This design comes from an exercise in tuning for small area, a short achievable clock period and few clock cycles on the open sky130 flow, not from production work.
No functional check of the RTL was part of any run shown here.
Power is estimated from default activity; no workload was simulated.

`flow/config.mk`:
```
export PLATFORM = sky130hd
export DESIGN_NAME = rsm_cpu
export DESIGN_NICKNAME = rsm_cpu
export VERILOG_FILES = /design/flow/design.v
export SDC_FILE = /design/flow/constraint.sdc
export NUM_CORES = 4
export LEC_CHECK = 0
export CAP_MARGIN = 20
export CORE_MARGIN = 2
export CORE_UTILIZATION = 40
export SETUP_SLACK_MARGIN = 4.5
export SLEW_MARGIN = 20
```
`flow/constraint.sdc`:
```
create_clock -name core_clock -period 8.0 [get_ports {clk}]
set_input_delay 1.6000 -clock core_clock [delete_from_list [all_inputs] [get_ports {clk}]]
set_output_delay 1.6000 -clock core_clock [all_outputs]
set_load 0.01 [all_outputs]
```
`flow/design.v`:
```
module rsm_cpu(clk, reset, mem_rdata, mem_cmd, mem_addr, mem_wdata, halted);
  input clk, reset;
  input [15:0] mem_rdata;
  output [1:0] mem_cmd;
  output [8:0] mem_addr;
  output [15:0] mem_wdata;
  output halted;
  reg [15:0] R [0:7];       
  reg [8:0]  fpc;           
  reg        fv;            
  reg [8:0]  link;          
  reg        fN, fV, fZ;    
  reg        halt_q;
  reg        w_ld;          
  reg [2:0]  ld_rd;
  reg [15:0] A_q;           
  reg [15:0] B_q;           
  reg [8:0]  ea;            
  reg [2:0]  e_wd;          
  reg [1:0]  e_sh;
  reg [7:0]  e_imm8;
  reg        e_we;          
  reg        e_ldr, e_str, e_cmp;
  reg        s_imm, s_mov, s_add, s_and, s_mvn, s_link;   
  reg        wA, wB;        
  function [15:0] shf(input [15:0] x, input [1:0] sh);
    case (sh)
      2'b00: shf = x;
      2'b01: shf = {x[14:0], 1'b0};
      2'b10: shf = {1'b0, x[15:1]};
      default: shf = {x[0], x[15:1]};
    endcase
  endfunction
  wire        e_go = !w_ld;                
  wire [15:0] sum  = A_q + B_q;
  wire [15:0] diff = A_q - B_q;
  wire [15:0] res  = ({16{s_imm}}  & {{8{e_imm8[7]}}, e_imm8}) |
                     ({16{s_mov}}  & B_q) |
                     ({16{s_add}}  & sum) |
                     ({16{s_and}}  & (A_q & B_q)) |
                     ({16{s_mvn}}  & ~B_q) |
                     ({16{s_link}} & {7'b0, link});
  wire nN = diff[15];
  wire nZ = (A_q == B_q);
  wire nV = (A_q[15] == B_q[15]) ? (sum[15] != A_q[15]) : (diff[15] != A_q[15]);
  wire e_mem = e_go & (e_ldr | e_str);
  assign mem_cmd   = halt_q ? 2'b00 : (e_go & e_str) ? 2'b01 : 2'b10;
  assign mem_addr  = e_mem ? ea : fpc;
  assign mem_wdata = B_q;
  assign halted    = halt_q;
  wire fetch = !halt_q & !e_mem;
  wire e_wr  = e_go & e_we;                
  wire [15:0] I = mem_rdata;
  wire [4:0]  opc = I[15:11];
  wire d_b    = (opc == 5'b00100);
  wire d_bl   = (opc == 5'b01011) | (opc == 5'b01010);
  wire d_bx   = (opc == 5'b01000);
  wire d_halt = (opc == 5'b11100);
  wire d_str  = (opc == 5'b10000);
  wire d_ldr  = (opc == 5'b01100);
  wire [2:0] rn = I[10:8];
  wire [2:0] rb = d_str ? I[7:5] : I[2:0];
  wire [1:0] sh = d_str ? 2'b00 : I[4:3];
  wire [15:0] Av = (e_wr & (e_wd == rn)) ? res : R[rn];
  wire [15:0] Bv = (e_wr & (e_wd == rb)) ? res : R[rb];
  wire cmp_now = e_go & e_cmp;
  wire cN = cmp_now ? nN : fN;
  wire cV = cmp_now ? nV : fV;
  wire cZ = cmp_now ? nZ : fZ;
  reg cond;
  always @(*)
    case (I[10:8])
      3'b000: cond = 1'b1;
      3'b001: cond = cZ;
      3'b010: cond = ~cZ;
      3'b011: cond = cN ^ cV;
      3'b100: cond = (cN ^ cV) | cZ;
      default: cond = 1'b0;
    endcase
  wire taken = fv & ((d_b & cond) | d_bl | d_bx);
  wire [8:0] target = d_bx ? link : fpc + {I[7], I[7:0]};
  always @(posedge clk) begin
    if (reset) begin
      fpc <= 9'd0;
      fv <= 1'b0;
      halt_q <= 1'b0;
      w_ld <= 1'b0;
      e_we <= 1'b0; e_ldr <= 1'b0; e_str <= 1'b0; e_cmp <= 1'b0;
    end else begin
      if (taken) fpc <= target;
      else if (fetch) fpc <= fpc + 9'd1;
      fv <= fetch & ~taken;
      if (fv & d_bl) link <= fpc;
      if (fv & d_halt) halt_q <= 1'b1;
      w_ld <= e_go & e_ldr;
      if (e_go & e_ldr) ld_rd <= e_wd;
      if (fv) begin
        e_wd   <= ((opc == 5'b11010) | d_bl) ? I[10:8] : I[7:5];
        e_sh   <= sh;
        e_imm8 <= I[7:0];
        e_we   <= (opc == 5'b11010) | (opc == 5'b11000) | (opc == 5'b10100) |
                  (opc == 5'b10110) | (opc == 5'b10111) | d_bl;
        e_ldr  <= d_ldr;
        e_str  <= d_str;
        e_cmp  <= (opc == 5'b10101);
        s_imm  <= (opc == 5'b11010);
        s_mov  <= (opc == 5'b11000);
        s_add  <= (opc == 5'b10100);
        s_and  <= (opc == 5'b10110);
        s_mvn  <= (opc == 5'b10111);
        s_link <= d_bl;
      end else if (e_go) begin
        e_we <= 1'b0; e_ldr <= 1'b0; e_str <= 1'b0; e_cmp <= 1'b0;
      end
      if (cmp_now) begin fN <= nN; fV <= nV; fZ <= nZ; end
    end
  end
  always @(posedge clk) begin
    if (fv) begin
      A_q <= Av;
      B_q <= shf(Bv, sh);
      ea  <= Av[8:0] + {{4{I[4]}}, I[4:0]};
      wA  <= e_go & e_ldr & (e_wd == rn);
      wB  <= e_go & e_ldr & (e_wd == rb);
    end else if (w_ld) begin
      if (wA) begin
        A_q <= mem_rdata;
        ea  <= mem_rdata[8:0] + {{4{e_imm8[4]}}, e_imm8[4:0]};
      end
      if (wB) B_q <= shf(mem_rdata, e_sh);
    end
  end
  always @(posedge clk) begin
    if (w_ld) R[ld_rd] <= mem_rdata;
    else if (e_wr) R[e_wd] <= res;
  end
endmodule
```
`flow/run.sh`:
```
#!/bin/bash
# synth_recipe.tcl (not shown) runs the flow's synth.tcl, then flattens the netlist and writes it again
# the make line also repeats each setting of config.mk as NAME=value (left out here)
make -C /OpenROAD-flow-scripts/flow DESIGN_CONFIG=/design/flow/config.mk WORK_HOME=/design/flow/orfs CLKGATE_MAP_FILE= SYNTH_SCRIPT=/design/flow/synth_recipe.tcl finish
```
==> summary.md, run 1 <==
| Metric | Value |
|---|---|
| Run status | `timing/DRC/antenna clean` |
| GRT Residual Overflow | `0` |
| Warnings, synthesis | `1` |
| Number of nets still failing antenna checks after routing | `0` |
| Number of input and output port buffers inserted | `45` |
| Maximum level of the CTS H-tree | `1` |
| Cells after synthesis | `1,264` |
| Comb power frac | `21.8%` |
| Yosys top cell area share | `44.6%` |
| Most common cell in the netlist | `sky130_fd_sc_hd__edfxtp_1` |
| Global-route met3 utilization | `3.65%` |
| Sequential element share of the synthesized area | `46.9%` |
| Clk pin slew, worst setup/hold paths | `0.06 ns` |
| Share of flip-flops with an asynchronous set or reset after synthesis | `0%` |
| Leading register cell type out of synthesis | `sky130_fd_sc_hd__edfxtp_1` |
| Clock tree from TritonCTS | `built` |
| Cell area reported after detailed placement | `14,900 um2` |
| Element type at the critical path start | `input port` |
| Slew headroom | `30.6%` |
| Final setup violation count | `0` |
| Sequential Power Share | `38.2%` |
| Number of enable flip-flop cells after synthesis | `205` |
| Share of post-route cells with drive strength above 1 | `29.3%` |
| Aggregate global-route resource usage | `25.4%` |
| Largest area contributor in the netlist | `sky130_fd_sc_hd__edfxtp_1` |
| WL final | `47.0 mm` |
| Overall die area | `36,000 um2` |
| Count of final max-slew check failures | `0` |
| Hold-fix buffers at CTS | `0` |
| RSZ-0062 raised after global routing | `yes` |
| Initial DRT Pass Iterations | `5` |
| Maximum buffer depth of the clock tree | `3` |
| Setup_tns | `0 ns` |
| Setup crit start | `mem_rdata[8]` |
| Share of the clock period used by the worst path | `50.9%` |
| Worst-skew pair later-pin latency | `0.56 ns` |
| Via density per instance | `6.07` |
| Worst setup EP type | `flop` |
| DRC marker count from the first detailed-route iteration | `993` |
| Compound-cell area share of the yosys netlist | `13.6%` |
| Routability congestion estimate | `0.926` |
| Sw frac | `27.7%` |
| DRC | `0` |
| Total of flip-flops plus latches after synthesis | `221` |
| Antenna violations before repair | `0` |
| Via count of the first global-routing pass | `11.1k` |
| HPWL after detailed placement | `28.9 mm` |
| Xor-xnor portion of the synthesized cell area | `2.86%` |
| FF-to-FF setup slack | `4.13 ns` |
| Pint | `2.59 mW` |
| GRT Max-Usage Layer | `met2` |
| Synth top area cells | `sky130_fd_sc_hd__edfxtp_1 45%, sky130_fd_sc_hd__mux4_2 6.2%, sky130_fd_sc_hd__mux2i_1 5.9%` |
| Met1 track demand over resource | `34.5%` |
| Distinct cell type count of the synthesized netlist | `75` |
| Worst R2R End | `ea[7]$_DFFE_PP_` |
| Initial core utilization | `40.3%` |
| Final worst clock skew | `0.0274 ns` |
| Antenna diode count | `0` |
| Clock root buffer master | `sky130_fd_sc_hd__clkbuf_16` |
| Die Span X | `190 um` |
| Layout fillers | `2,861` |
| Post-synthesis share of cell area spent on full adders, half adders and majority gates | `5.66%` |
| Fin. Hold Viols | `0` |
| Nets | `1,495` |
| Mapped Area | `13,800 um2` |
| First-pass GRT wire length | `69.3 mm` |
| Total number of clock tree sinks | `221` |
| Pin count of the biggest net entering global routing | `54` |
| Vias | `11.5k` |
| Crit Path Class | `input port to flop` |
| Area added between synthesis and finish | `31.1%` |
| Total non-filler cell area in the finished layout | `18,100 um2` |
| Peak supply drop | `0.178 mV` |
| Fraction of power consumed by the clock network | `40.0%` |
| Startpoint of the lowest-slack register-to-register path | `B_q[0]$_DFFE_PP_` |
| Most used standard cells in the synthesized netlist | `205 x sky130_fd_sc_hd__edfxtp_1, 152 x sky130_fd_sc_hd__nand2_1, 94 x sky130_fd_sc_hd__a21oi_1, 93 x sky130_fd_sc_hd__nor2_1, 81 x sky130_fd_sc_hd__mux2i_1` |
| Sw power | `991 uW` |
| Simple-gate portion of the synthesized area | `11.9%` |
| Max Cap Viol | `0` |
| Hold path startpoint | `e_ldr$_SDFFE_PP0P_` |
| Total I/O pin count | `46` |
| Area of the placeable core | `34,300 um2` |
| Nets in the synthesized netlist | `1,342` |
| TritonCTS Buffers | `27` |
| Worst endpoint data arrival time | `4.36 ns` |
| Synthesized area divided by synthesized cell count | `10.9 um2` |
| Leakage | `6.88 nW` |
| Path type of the worst min-delay path | `flop to flop` |
| Minimum clock period | `4.07 ns` |
| WP data required | `8.28 ns` |
| Critical Path Sink | `ea[8]$_DFFE_PP_` |
| Max Clock Freq | `0.246 GHz` |
| Largest family of logic cells by synthesized area | `multiplexers` |
| Y dimension of the die | `190 um` |
| Critical path fanouts, max | `7` |
| Multiplexer share of the synthesized area | `15.6%` |
| Worst reg-to-reg path cell count | `16` |
| Power density of the placed cells | `198 nW/um2` |
| Fraction of met2 tracks used by global routing | `41.1%` |
| Core Rows | `68` |
| Wire length per cell after detailed routing | `24.8 um` |
| Least-Margin Pin Slew | `1.03 ns` |
## cell families (layout without fill, tap and decap cells)
family                   Yosys count  in the layout
XOR/XNOR                          45             45
buffers and inverters            124            293
adder cells (fa/ha/maj)           60             60
multiplexers                     162            162
AO/OA/AOI/OAI                    291            292
flip-flops                       221            221
AND/OR/NAND/NOR                  361            365
## critical path, stage by stage
cell and delay, ns:
sky130_fd_sc_hd__buf_16 0.12, sky130_fd_sc_hd__buf_16 0.12, sky130_fd_sc_hd__mux4_2 0.53, sky130_fd_sc_hd__mux2i_4 0.20, sky130_fd_sc_hd__a21oi_2 0.10, sky130_fd_sc_hd__ha_2 0.21
sky130_fd_sc_hd__fa_2 0.37, sky130_fd_sc_hd__a21o_1 0.17, sky130_fd_sc_hd__a21oi_2 0.15, sky130_fd_sc_hd__o21bai_1 0.11, sky130_fd_sc_hd__a21oi_2 0.19, sky130_fd_sc_hd__o21ai_2 0.08
sky130_fd_sc_hd__xnor2_1 0.19, sky130_fd_sc_hd__xnor2_1 0.13, sky130_fd_sc_hd__mux2i_1 0.08
## routing by layer
| layer | part of all wire [%] | vias to the layer above |
|---|---|---|
| met1 | 40 | 5696 |
| met4 | 4.6 | 0 |
| met5 | 0 | - |
| li1 | - | 5094 |
| met2 | 47 | 585 |
| met3 | 8.5 | 122 |
## cell type report
| type | instances | area (um2) | area share (%) |
|---|---|---|---|
| inverters | 49 | 191 | 1.06 |
| repair buffers | 194 | 1970 | 10.9 |
| multi-input cells | 924 | 7840 | 43.3 |
| well taps | 455 | 569 | 3.15 |
| flip-flops and latches | 221 | 6490 | 35.9 |
| clock buffers | 34 | 712 | 3.93 |
| clock inverters | 16 | 327 | 1.80 |
## placed cells by master (no fill, tap or decap), types with 8 or more instances in the layout
| cell | count |
|---|---|
| sky130_fd_sc_hd__a211oi_1 | 8 |
| sky130_fd_sc_hd__a21o_1 | 9 |
| sky130_fd_sc_hd__a21oi_1 | 69 |
| sky130_fd_sc_hd__a21oi_2 | 18 |
| sky130_fd_sc_hd__a31oi_1 | 12 |
| sky130_fd_sc_hd__a32oi_1 | 8 |
| sky130_fd_sc_hd__buf_12 | 13 |
| sky130_fd_sc_hd__buf_4 | 110 |
| sky130_fd_sc_hd__buf_6 | 23 |
| sky130_fd_sc_hd__bufinv_16 | 9 |
| sky130_fd_sc_hd__clkbuf_16 | 27 |
| sky130_fd_sc_hd__clkdlybuf4s50_1 | 22 |
| sky130_fd_sc_hd__dfxtp_1 | 12 |
| sky130_fd_sc_hd__dlygate4sd2_1 | 8 |
| sky130_fd_sc_hd__edfxtp_1 | 205 |
| sky130_fd_sc_hd__ha_1 | 50 |
| sky130_fd_sc_hd__inv_1 | 44 |
| sky130_fd_sc_hd__mux2_2 | 34 |
| sky130_fd_sc_hd__mux2_4 | 9 |
| sky130_fd_sc_hd__mux2i_1 | 76 |
| sky130_fd_sc_hd__mux4_2 | 38 |
| sky130_fd_sc_hd__nand2_1 | 145 |
| sky130_fd_sc_hd__nand2b_1 | 17 |
| sky130_fd_sc_hd__nand3_1 | 17 |
| sky130_fd_sc_hd__nand4_1 | 8 |
| sky130_fd_sc_hd__nor2_1 | 89 |
| sky130_fd_sc_hd__nor2b_1 | 10 |
| sky130_fd_sc_hd__nor3_1 | 11 |
| sky130_fd_sc_hd__o21ai_0 | 40 |
| sky130_fd_sc_hd__o21ai_1 | 14 |
| sky130_fd_sc_hd__xnor2_1 | 24 |
| sky130_fd_sc_hd__xor2_1 | 14 |
## power by group through the flow
stage | registers (mW) | clock network, mW | logic (mW)
6_report | 1.37 | 1.43 | 0.781
5_1_grt | 1.37 | 1.48 | 0.835
4_1_cts | 1.37 | 1.44 | 0.690
3_5_place_dp | 1.39 | 0 | 0.600
3_3_place_gp | 1.39 | 0 | 0.594
2_1_floorplan | 1.37 | 0 | 0.431
## sequential cells by signal (all words and copies together) (netlist names), 8 cells and up
name and cells:
R 128, fpc 9, A_q 16, link 9, B_q 16, ea 9, e_imm8 8
## worst min path at each step
| stage | cells after the start | to | slack (ns) |
|---|---|---|---|
| after global routing | 2 | e_ldr$_SDFFE_PP0P_ | 0.54 |
| after detailed placement | 2 | e_ldr$_SDFFE_PP0P_ | 0.48 |
| after floorplan | 2 | e_ldr$_SDFFE_PP0P_ | 0.45 |
| after CTS | 2 | e_ldr$_SDFFE_PP0P_ | 0.53 |
| after global placement | 2 | e_ldr$_SDFFE_PP0P_ | 0.48 |
| final | 2 | e_ldr$_SDFFE_PP0P_ | 0.52 |
## stage by stage
| stage | utilization [%] | hold slack [ns] | setup slack, ns | std cells | power [mW] |
|---|---|---|---|---|---|
| after floorplan | - | 0.445 | 3.47 | 1264 | 1.80 |
| after global placement | 43.5 | 0.481 | 2.43 | 1717 | 1.99 |
| after detailed placement | 43.5 | 0.481 | 2.36 | 1717 | 1.99 |
| after CTS | 50.4 | 0.527 | 4.04 | 1847 | 3.50 |
| after global routing | 52.8 | 0.545 | 3.85 | 1893 | 3.69 |
| final | 52.8 | 0.518 | 3.93 | 1893 | 3.58 |
## what timing repair did
action	CTS	global route
setup buffers	69	45
cloned	11	1
setup endpoints to repair	88	58
endpoints found under the hold margin	0	0
gates resized for setup	188	104
pin swaps	42	63
==> inputs of run 2 (changes only) <==
--- a/flow/design.v
+++ b/flow/design.v
@@ -1,3 +1,30 @@
+module pfx_add #(parameter N = 16) (a, b, cin, s, c);
+  input  [N-1:0] a, b;
+  input          cin;
+  output [N-1:0] s;
+  output [N:0]   c;
+  localparam L = (N <= 1) ? 1 : $clog2(N);
+  wire [N-1:0] p = a ^ b;
+  wire [(L+1)*N-1:0] G, P;
+  assign G[N-1:0] = {a[N-1:1] & b[N-1:1], (a[0] & b[0]) | (p[0] & cin)};
+  assign P[N-1:0] = p;
+  genvar k, i;
+  generate
+    for (k = 0; k < L; k = k + 1) begin : lvl
+      for (i = 0; i < N; i = i + 1) begin : bt
+        if (i >= (1 << k)) begin : op
+          assign G[(k+1)*N+i] = G[k*N+i] | (P[k*N+i] & G[k*N+i-(1<<k)]);
+          assign P[(k+1)*N+i] = P[k*N+i] & P[k*N+i-(1<<k)];
+        end else begin : pass
+          assign G[(k+1)*N+i] = G[k*N+i];
+          assign P[(k+1)*N+i] = P[k*N+i];
+        end
+      end
+    end
+  endgenerate
+  assign c = {G[L*N +: N], cin};
+  assign s = p ^ c[N-1:0];
+endmodule
 module rsm_cpu(clk, reset, mem_rdata, mem_cmd, mem_addr, mem_wdata, halted);
   input clk, reset;
   input [15:0] mem_rdata;
@@ -31,18 +58,23 @@
       default: shf = {x[0], x[15:1]};
     endcase
   endfunction
-  wire        e_go = !w_ld;                
-  wire [15:0] sum  = A_q + B_q;
-  wire [15:0] diff = A_q - B_q;
+  reg         e_fix;         
+  wire        e_go = !w_ld & !e_fix;       
+  wire [15:0] sum;
+  wire [16:0] ca;                           
+  wire [14:0] dlo;
+  wire [15:0] cs;                           
+  pfx_add #(16) u_add(A_q, B_q, 1'b0, sum, ca);
+  pfx_add #(15) u_sub(A_q[14:0], ~B_q[14:0], 1'b1, dlo, cs);
   wire [15:0] res  = ({16{s_imm}}  & {{8{e_imm8[7]}}, e_imm8}) |
                      ({16{s_mov}}  & B_q) |
                      ({16{s_add}}  & sum) |
                      ({16{s_and}}  & (A_q & B_q)) |
                      ({16{s_mvn}}  & ~B_q) |
                      ({16{s_link}} & {7'b0, link});
-  wire nN = diff[15];
+  wire nN = A_q[15] ^ ~B_q[15] ^ cs[15];
   wire nZ = (A_q == B_q);
-  wire nV = (A_q[15] == B_q[15]) ? (sum[15] != A_q[15]) : (diff[15] != A_q[15]);
+  wire nV = (A_q[15] == B_q[15]) ? (ca[15] != A_q[15]) : (cs[15] != A_q[15]);
   wire e_mem = e_go & (e_ldr | e_str);
   assign mem_cmd   = halt_q ? 2'b00 : (e_go & e_str) ? 2'b01 : 2'b10;
   assign mem_addr  = e_mem ? ea : fpc;
@@ -61,7 +93,15 @@
   wire [2:0] rn = I[10:8];
   wire [2:0] rb = d_str ? I[7:5] : I[2:0];
   wire [1:0] sh = d_str ? 2'b00 : I[4:3];
-  wire [15:0] Av = (e_wr & (e_wd == rn)) ? res : R[rn];
+  wire [15:0] Rn_v = R[rn];
+  wire        fA = e_wr & (e_wd == rn);
+  wire [15:0] Av = fA ? res : Rn_v;
+  wire [8:0]  eaD, eaF, eaW;
+  wire [9:0]  c1_unused, c2_unused, c3_unused;
+  pfx_add #(9) u_eaD(Rn_v[8:0], {{4{I[4]}}, I[4:0]}, 1'b0, eaD, c1_unused);
+  pfx_add #(9) u_eaF(A_q[8:0], {{4{e_imm8[4]}}, e_imm8[4:0]}, 1'b0, eaF, c2_unused);
+  pfx_add #(9) u_eaW(mem_rdata[8:0], {{4{e_imm8[4]}}, e_imm8[4:0]}, 1'b0, eaW, c3_unused);
+  wire haz = fv & (d_ldr | d_str) & fA;
   wire [15:0] Bv = (e_wr & (e_wd == rb)) ? res : R[rb];
   wire cmp_now = e_go & e_cmp;
   wire cN = cmp_now ? nN : fN;
@@ -78,7 +118,10 @@
       default: cond = 1'b0;
     endcase
   wire taken = fv & ((d_b & cond) | d_bl | d_bx);
-  wire [8:0] target = d_bx ? link : fpc + {I[7], I[7:0]};
+  wire [8:0] boff;
+  wire [9:0] bc_unused;
+  pfx_add #(9) u_tgt(fpc, {I[7], I[7:0]}, 1'b0, boff, bc_unused);
+  wire [8:0] target = d_bx ? link : boff;
   always @(posedge clk) begin
     if (reset) begin
       fpc <= 9'd0;
@@ -86,10 +129,12 @@
       halt_q <= 1'b0;
       w_ld <= 1'b0;
       e_we <= 1'b0; e_ldr <= 1'b0; e_str <= 1'b0; e_cmp <= 1'b0;
+      e_fix <= 1'b0;
     end else begin
       if (taken) fpc <= target;
-      else if (fetch) fpc <= fpc + 9'd1;
-      fv <= fetch & ~taken;
+      else if (fetch & ~haz) fpc <= fpc + 9'd1;
+      fv <= fetch & ~taken & ~haz;
+      e_fix <= haz;
       if (fv & d_bl) link <= fpc;
       if (fv & d_halt) halt_q <= 1'b1;
       w_ld <= e_go & e_ldr;
@@ -119,16 +164,17 @@
     if (fv) begin
       A_q <= Av;
       B_q <= shf(Bv, sh);
-      ea  <= Av[8:0] + {{4{I[4]}}, I[4:0]};
+      ea  <= eaD;
       wA  <= e_go & e_ldr & (e_wd == rn);
       wB  <= e_go & e_ldr & (e_wd == rb);
     end else if (w_ld) begin
       if (wA) begin
         A_q <= mem_rdata;
-        ea  <= mem_rdata[8:0] + {{4{e_imm8[4]}}, e_imm8[4:0]};
+        ea  <= eaW;
       end
       if (wB) B_q <= shf(mem_rdata, e_sh);
-    end
+    end else if (e_fix)
+      ea <= eaF;
   end
   always @(posedge clk) begin
     if (w_ld) R[ld_rd] <= mem_rdata;
==> run 2 against run 1 <==
Against the previous run: largest power group is now sequential cells; register-to-register slack improved by 0.23 ns; synthesized cell count rose by 11%; final cell count increased by 8.7%; worst hold slack got worse by 0.017 ns.
==> summary.md, run 2 <==
| Metric | Value |
|---|---|
| Worst Hold Slack | `0.501 ns (-0.0168 ns)` |
| Crit path buf inv count | `1 (-1)` |
| HPWL after detailed placement | `33.4 mm (+16%)` |
| WP depth | `13 (-2)` |
| DRC marker count from the first detailed-route iteration | `1,410 (+42%)` |
| Multiplexer share of the synthesized area | `12.6% (-3.0 points)` |
| Number of nets still failing antenna checks after routing | `0 (unchanged)` |
| WP data required | `8.27 ns (about the same)` |
| Share of post-route cells with drive strength above 1 | `29.8% (+0.53 points)` |
| Minimum setup slack after placement | `2.15 ns (-0.212 ns)` |
| Peak supply drop | `0.195 mV (+9.5%)` |
| Die Span X | `195 um (+2.8%)` |
| Total of flip-flops plus latches after synthesis | `222 (+0.45%)` |
| Number of input and output port buffers inserted | `45 (unchanged)` |
| Area added between synthesis and finish | `32.4%` |
| Sequential element share of the synthesized area | `44.5% (-2.4 points)` |
| Hold-fix buffers at CTS | `0 (unchanged)` |
| Critical-path cell list | `bufbuf_16, mux4_2, mux2_4, ha_4, nor2b_2, o21ai_2, a21boi_1, o21ai_1, nand2b_1, a21o_1, a21oi_2, xnor2_1, mux2i_1` |
| Initial DRT Pass Iterations | `5 (unchanged)` |
| Final core occ | `54.0% (+1.3 points)` |
| Share of the clock period used by the worst path | `47.6% (-3.3 points)` |
| Run status | `timing/DRC/antenna clean` |
| Leading register cell type out of synthesis | `sky130_fd_sc_hd__edfxtp_1` |
| Overall die area | `38,000 um2 (+5.6%)` |
| Initial core utilization | `40.8% (+0.57 points)` |
| Instance count along the most critical hold path | `2 (unchanged)` |
| Clock root buffer master | `sky130_fd_sc_hd__clkbuf_16` |
| Final setup violation count | `0 (unchanged)` |
| Total non-filler cell area in the finished layout | `19,300 um2 (+6.7%)` |
| Slowest stage cell, crit path | `sky130_fd_sc_hd__mux4_2` |
| Total number of clock tree sinks | `222 (+0.45%)` |
| Cell family contributing the most delay on the critical path | `multiplexers` |
| Crit Path Class | `input port to flop` |
| Area of the placeable core | `35,700 um2 (+4.2%)` |
| Core Rows | `69 (+1.5%)` |
| Y dimension of the die | `195 um (+2.8%)` |
| Flip-flop count of the largest register after layout | `128 (unchanged)` |
| Most common cell in the netlist | `sky130_fd_sc_hd__edfxtp_1` |
| Clk pin slew, worst setup/hold paths | `0.06 ns (about the same)` |
| Overall power after layout | `3.41 mW (-4.8%)` |
| Antenna violations before repair | `1 (+1)` |
| Nets in the synthesized netlist | `1,491 (+11%)` |
| Final std cells w/o fill | `2,058 (+8.7%)` |
| Synth top area cells | `sky130_fd_sc_hd__edfxtp_1 42%, sky130_fd_sc_hd__ha_1 5.5%, sky130_fd_sc_hd__mux4_2 4.9%` |
| Synthesized area divided by synthesized cell count | `10.4 um2 (-4.8%)` |
| Path type of the worst min-delay path | `flop to flop` |
| Critical path fanouts, max | `5 (-2)` |
| Largest family of logic cells by synthesized area | `compound AO/OA/AOI/OAI gates` |
| Via density per instance | `6.29 (+3.5%)` |
| Layout fillers | `3,029 (+5.9%)` |
| Final worst clock skew | `0.0351 ns (+0.00772 ns)` |
| Via count of the first global-routing pass | `12.0k (+8.1%)` |
| Startpoint of the lowest-slack register-to-register path | `B_q[0]$_DFFE_PP_` |
| Worst endpoint data arrival time | `4.08 ns (-0.28 ns)` |
| Minimum clock period | `3.81 ns (-0.261 ns)` |
| Vias | `12.9k (+13%)` |
| Antenna diode count | `0 (unchanged)` |
| Setup_tns | `0 ns (unchanged)` |
| Max Clock Freq | `0.262 GHz (+6.9%)` |
| Leakage | `7.33 nW (+6.6%)` |
| Slew headroom | `23.4% (-7.2 points)` |
| Max Cap Viol | `0 (unchanged)` |
| Worst setup EP type | `flop` |
| Element type at the critical path start | `input port` |
| Post-synthesis share of cell area spent on full adders, half adders and majority gates | `6.17% (+0.52 points)` |
| Worst reg-to-reg path cell count | `11 (-5)` |
| Most used standard cells in the synthesized netlist | `205 x sky130_fd_sc_hd__edfxtp_1, 133 x sky130_fd_sc_hd__nand2_1, 113 x sky130_fd_sc_hd__nor2_1, 90 x sky130_fd_sc_hd__a21oi_1, 68 x sky130_fd_sc_hd__o21ai_0` |
| Maximum level of the CTS H-tree | `1 (unchanged)` |
| Hold path startpoint | `e_cmp$_SDFFE_PP0P_` |
| Setup crit start | `mem_rdata[8]` |
| Warnings, synthesis | `1 (unchanged)` |
| Worst-skew pair later-pin latency | `0.57 ns (about the same)` |
| Least-Margin Pin Slew | `1.15 ns (+0.120 ns)` |
| Nets | `1,667 (+12%)` |
| Wire length per cell after detailed routing | `25.8 um (+4.0%)` |
| Count of final max-slew check failures | `0 (unchanged)` |
| DRC | `0 (unchanged)` |
| Aggregate global-route resource usage | `26.6% (+1.2 points)` |
| Cell area reported after detailed placement | `15,700 um2 (+5.2%)` |
| GRT Residual Overflow | `0 (unchanged)` |
| Clock tree from TritonCTS | `built` |
| First-pass GRT wire length | `76.6 mm (+11%)` |
| Simple-gate portion of the synthesized area | `13.6% (+1.7 points)` |
| Cell total after placement | `1,849 (+7.7%)` |
| Mapped Area | `14,600 um2 (+5.7%)` |
| Worst Setup Slack, final | `4.19 ns (+0.261 ns)` |
| Cells after synthesis | `1,404 (+11%)` |
| Largest area contributor in the netlist | `sky130_fd_sc_hd__edfxtp_1` |
| Maximum buffer depth of the clock tree | `3 (unchanged)` |
| Fin. Hold Viols | `0 (unchanged)` |
| Pin count of the biggest net entering global routing | `68 (+26%)` |
| Number of enable flip-flop cells after synthesis | `205 (unchanged)` |
| Total I/O pin count | `46 (unchanged)` |
| Most common library cell in the layout ignoring fill and taps | `sky130_fd_sc_hd__edfxtp_1` |
| Top Registers | `R: 128 flops, A_q: 16 flops, B_q: 16 flops` |
| Biggest cell delay along the critical path | `0.48 ns (-0.05 ns)` |
| Power density of the placed cells | `177 nW/um2 (-11%)` |
| Routability congestion estimate | `0.906 (-2.2%)` |
| Compound-cell area share of the yosys netlist | `16.1% (+2.5 points)` |
| Top library cells by usage in the layout, fill and taps aside | `205 x sky130_fd_sc_hd__edfxtp_1, 129 x sky130_fd_sc_hd__nand2_1, 115 x sky130_fd_sc_hd__buf_4` |
| Xor-xnor portion of the synthesized cell area | `3.00% (+0.15 points)` |
| Register with the highest flop count | `R` |
| RSZ-0062 raised after global routing | `yes` |
| Distinct cell type count of the synthesized netlist | `74 (-1.3%)` |
| Yosys top cell area share | `42.2% (-2.4 points)` |
| TritonCTS Buffers | `26 (-3.7%)` |
| Share of flip-flops with an asynchronous set or reset after synthesis | `0% (unchanged)` |
| WL final | `53.1 mm (+13%)` |
-- run 2: final timing paths --
path | end | slack, ns
hold reg to reg | e_cmp$_SDFFE_PP0P_ | 0.50
setup reg to reg | B_q[12]$_DFFE_PP_ | 4.36
setup / recovery | ea[8]$_DFFE_PP_ | 4.19
hold / removal | e_cmp$_SDFFE_PP0P_ | 0.50
-- run 2: worst min-delay path, delay by kind of cell, from the launching register on --
kind | cells | cell delay (ns)
compound gates | 1 | 0.05
flops | 1 | 0.34
simple gates | 1 | 0.06
-- run 2: logic make-up (layout without fill, tap and decap cells) --
family	after synthesis	in the layout
adders and majority gates	69	69
xor gates and xnor gates	50	50
AOI/OAI and AO/OA	362	362
buffers and inverters	145	327
muxes	138	138
DFF	222	222
and+or+nand+nor	418	429
-- run 2: timing repair --
| action | 4_1_cts | 5_1_grt |
|---|---|---|
| resized for setup | 273 | 96 |
| endpoints found under the setup margin | 91 | 99 |
| setup buffers | 103 | 41 |
| pin swaps | 56 | 51 |
| gates cloned | 15 | 5 |
-- run 2: final cells by class --
type | instances | area [um2] | share of cell area (%)
multi-input combinational | 1048 | 8660 | 44.8
sequential | 222 | 6500 | 33.6
timing repair buffer | 227 | 2530 | 13.1
clock buffer | 32 | 673 | 3.48
tap | 461 | 577 | 2.99
inverter | 55 | 228 | 1.18
clock inverter | 13 | 151 | 0.784
-- run 2: power by group --
part           internal, mW  switching, mW
logic                 0.374          0.476
registers              1.33         0.0512
clock network         0.691          0.486
total                  2.40           1.01
-- run 2: routing by layer --
| metal | GRT usage (%) | routed length, um | up-vias | part of all wire [%] |
|---|---|---|---|---|
| met5 | 0 | 0 | - | 0 |
| met4 | 12.1 | 2650 | 0 | 5.0 |
| met3 | 4.04 | 4450 | 161 | 8.4 |
| met2 | 41.6 | 24300 | 686 | 46 |
| met1 | 36.7 | 21800 | 6398 | 41 |
| li1 | - | - | 5696 | - |

separate check: timing with driven ports:
How much do the figures lean on ideal ports? The routed layouts below were timed once more, with nothing changed but the port constraints. Step 1 sets driving cells, clkbuf_16 on the clock port and buf_2 on the other inputs (assumed; they add their load-dependent delay and slew). Step 2 also shifts input and output timing later by t, the mid clock arrival at the registers, as if the neighbouring blocks saw the same clock. a / b / c = no drivers / after step 1 / after step 2; a / b = the first two.
run | t (ns) | setup WS [ns] | clock arrival spread, ns
run 1 | 0.602 | 3.927 / 3.845 / 3.243 | 0.028 / 0.028
run 2 | 0.603 | 4.189 / 3.993 / 3.390 | 0.035 / 0.035
After both steps setup and hold are still met in every run listed. For run 2, which loses most, drivers alone change the setup slack by -0.196 ns; drivers and shift together by -0.799 ns.
